Source: an optimization exercise on an open RTL-to-GDS flow (aim: small area, a short achievable clock period and few clock cycles). Production flows keep margins and buffers that such runs may drop. Function was checked by simulation only, so behaviour that the tests miss may differ from the original. Power is estimated from default activity; no workload was simulated.

// seq_gcd
module seq_gcd (
	input  wire        clk,
	input  wire        rst_n,
	input  wire [31:0] la_write_a,
	input  wire [31:0] la_write_b,
	input  wire [31:0] a_i,
	input  wire [31:0] b_i,
	output wire [31:0] gcd_o,
	output wire [31:0] rdata,
	output reg         ready
);
	reg [31:0] a_q;
	reg [31:0] b_q;
	reg        busy;
	wire la_load = (&la_write_a) & (&la_write_b);
	function [4:0] enc;
		input [31:0] oh;
		integer i, j;
		begin
			for (j = 0; j < 5; j = j + 1) begin
				enc[j] = 1'b0;
				for (i = 0; i < 32; i = i + 1)
					if ((i >> j) & 1) enc[j] = enc[j] | oh[i];
			end
		end
	endfunction
	wire [31:0] ab = a_q | b_q;
	wire [32:0] hk;
	assign hk[0] = 1'b0;
	assign hk[1] = hk[0] | ab[0];
	assign hk[2] = hk[1] | ab[1];
	assign hk[3] = hk[2] | ab[2];
	assign hk[4] = hk[3] | ab[3];
	assign hk[5] = hk[4] | ab[4];
	assign hk[6] = hk[5] | ab[5];
	assign hk[7] = hk[6] | ab[6];
	assign hk[8] = hk[7] | ab[7];
	assign hk[9] = hk[8] | ab[8];
	assign hk[10] = hk[9] | ab[9];
	assign hk[11] = hk[10] | ab[10];
	assign hk[12] = hk[11] | ab[11];
	assign hk[13] = hk[12] | ab[12];
	assign hk[14] = hk[13] | ab[13];
	assign hk[15] = hk[14] | ab[14];
	assign hk[16] = hk[15] | ab[15];
	assign hk[17] = hk[16] | ab[16];
	assign hk[18] = hk[17] | ab[17];
	assign hk[19] = hk[18] | ab[18];
	assign hk[20] = hk[19] | ab[19];
	assign hk[21] = hk[20] | ab[20];
	assign hk[22] = hk[21] | ab[21];
	assign hk[23] = hk[22] | ab[22];
	assign hk[24] = hk[23] | ab[23];
	assign hk[25] = hk[24] | ab[24];
	assign hk[26] = hk[25] | ab[25];
	assign hk[27] = hk[26] | ab[26];
	assign hk[28] = hk[27] | ab[27];
	assign hk[29] = hk[28] | ab[28];
	assign hk[30] = hk[29] | ab[29];
	assign hk[31] = hk[30] | ab[30];
	assign hk[32] = hk[31] | ab[31];
	wire [31:0] low    = ab & ~hk[31:0];
	wire [4:0]  k      = enc(low);
	wire        a_lo   = |(a_q & low);
	wire        b_lo   = |(b_q & low);
	wire        zop    = 1'b0;
	wire [32:0] s0_v;
	wire [31:0] s0_p = a_q ^ ~b_q;
  ...
Size in the first run: roughly 2000 cells after synthesis, roughly 200 I/O pins.
Settings: LEC_CHECK=0, ABC_AREA=1, CAP_MARGIN=0, CORE_MARGIN=2, CORE_UTILIZATION=50, PLACE_DENSITY=0.7, SLEW_MARGIN=0; clock period 70.0 ns.
standard.sh (not shown) runs the stock make flow with config.mk's settings and CLKGATE_MAP_FILE= SYNTH_SCRIPT=/design/flow/synth_recipe.tcl, a recipe that flattens the netlist after the stock synthesis.
==> flow/flow/run.sh <==
#!/bin/bash
# The standard layout with two changes: port buffers use the smallest buffer
# cell (buf_1) instead of buffer_ports' default choice, and clock tree
# synthesis uses small clock buffers and adds no dummy loads.
set -euo pipefail
export BUFFER_PORTS_ARGS="-buffer_cell sky130_fd_sc_hd__buf_1"
export CTS_ARGS="-sink_clustering_enable -repair_clock_nets -dont_use_dummy_load -buf_list sky130_fd_sc_hd__clkbuf_4 -root_buf sky130_fd_sc_hd__clkbuf_8"
bash standard.sh > flow.log 2>&1
The first run finished clean.
Testbench counts at the start, summed over its fixed seeds: cycles 24,209.
==> next run, changes <==
==> flow/flow/run.sh (replaced) <==
#!/bin/bash
# The standard layout with these changes: port buffers use the smallest
# buffer cell (buf_1) instead of buffer_ports' default choice; clock tree
# synthesis uses clkbuf_16 buffers and adds no dummy loads; after global placement, upsize.tcl gives
# the a_q flip-flops, which drive gcd_o, the next drive strength.
set -euo pipefail
export BUFFER_PORTS_ARGS="-buffer_cell sky130_fd_sc_hd__buf_1"
export CTS_ARGS="-sink_clustering_enable -repair_clock_nets -dont_use_dummy_load -buf_list sky130_fd_sc_hd__clkbuf_16 -root_buf sky130_fd_sc_hd__clkbuf_16"
export POST_GLOBAL_PLACE_TCL="$(pwd)/flow/upsize.tcl"
bash standard.sh > flow.log 2>&1
==> flow/flow/upsize.tcl (new file) <==
# Sourced after global placement (POST_GLOBAL_PLACE_TCL): gcd_o comes
# straight from the a_q flip-flops through the output buffers, so give those
# flip-flops the next drive strength (same cell type).
set block [ord::get_db_block]
set n 0
foreach inst [$block getInsts] {
  set name [$inst getName]
  set master [[$inst getMaster] getName]
  if {[string match {a_q*} $name] && $master eq "sky130_fd_sc_hd__dfxtp_1"} {
    $inst swapMaster [[ord::get_db] findMaster sky130_fd_sc_hd__dfxtp_2]
    incr n
  }
}
puts "upsize.tcl: $n flip-flops upsized"
CAP_MARGIN = 20   (was 0)
SLEW_MARGIN = 20   (was 0)
The new run produced a clean layout. Critical path depth is unchanged. Flip-flop and latch count does not change. Global-route usage is about the same. Total power rose by 2.6%. Utilization rises by 0.62 points.

## port drivers added, routing unchanged
How much do the figures lean on ideal ports? The routed layouts below were timed once more, with nothing changed but the port constraints.
Step 1 sets driving cells, clkbuf_16 on the clock port and buf_2 on the other inputs (assumed; they add their load-dependent delay and slew).
Step 2 also shifts input and output timing later by t, the mid clock arrival at the registers, as if the neighbouring blocks saw the same clock.
Slacks: no drivers / after step 1 / after step 2; pairs: no drivers / after step 1.
run	t (ns)	slack for setup (ns)	clock arrival spread, ns
the first run	0.417	54.909 / 54.867 / 55.112	0.021 / 0.021
the second run	0.393	55.037 / 54.991 / 55.112	0.025 / 0.024
After both steps setup and hold are still met in every run listed.
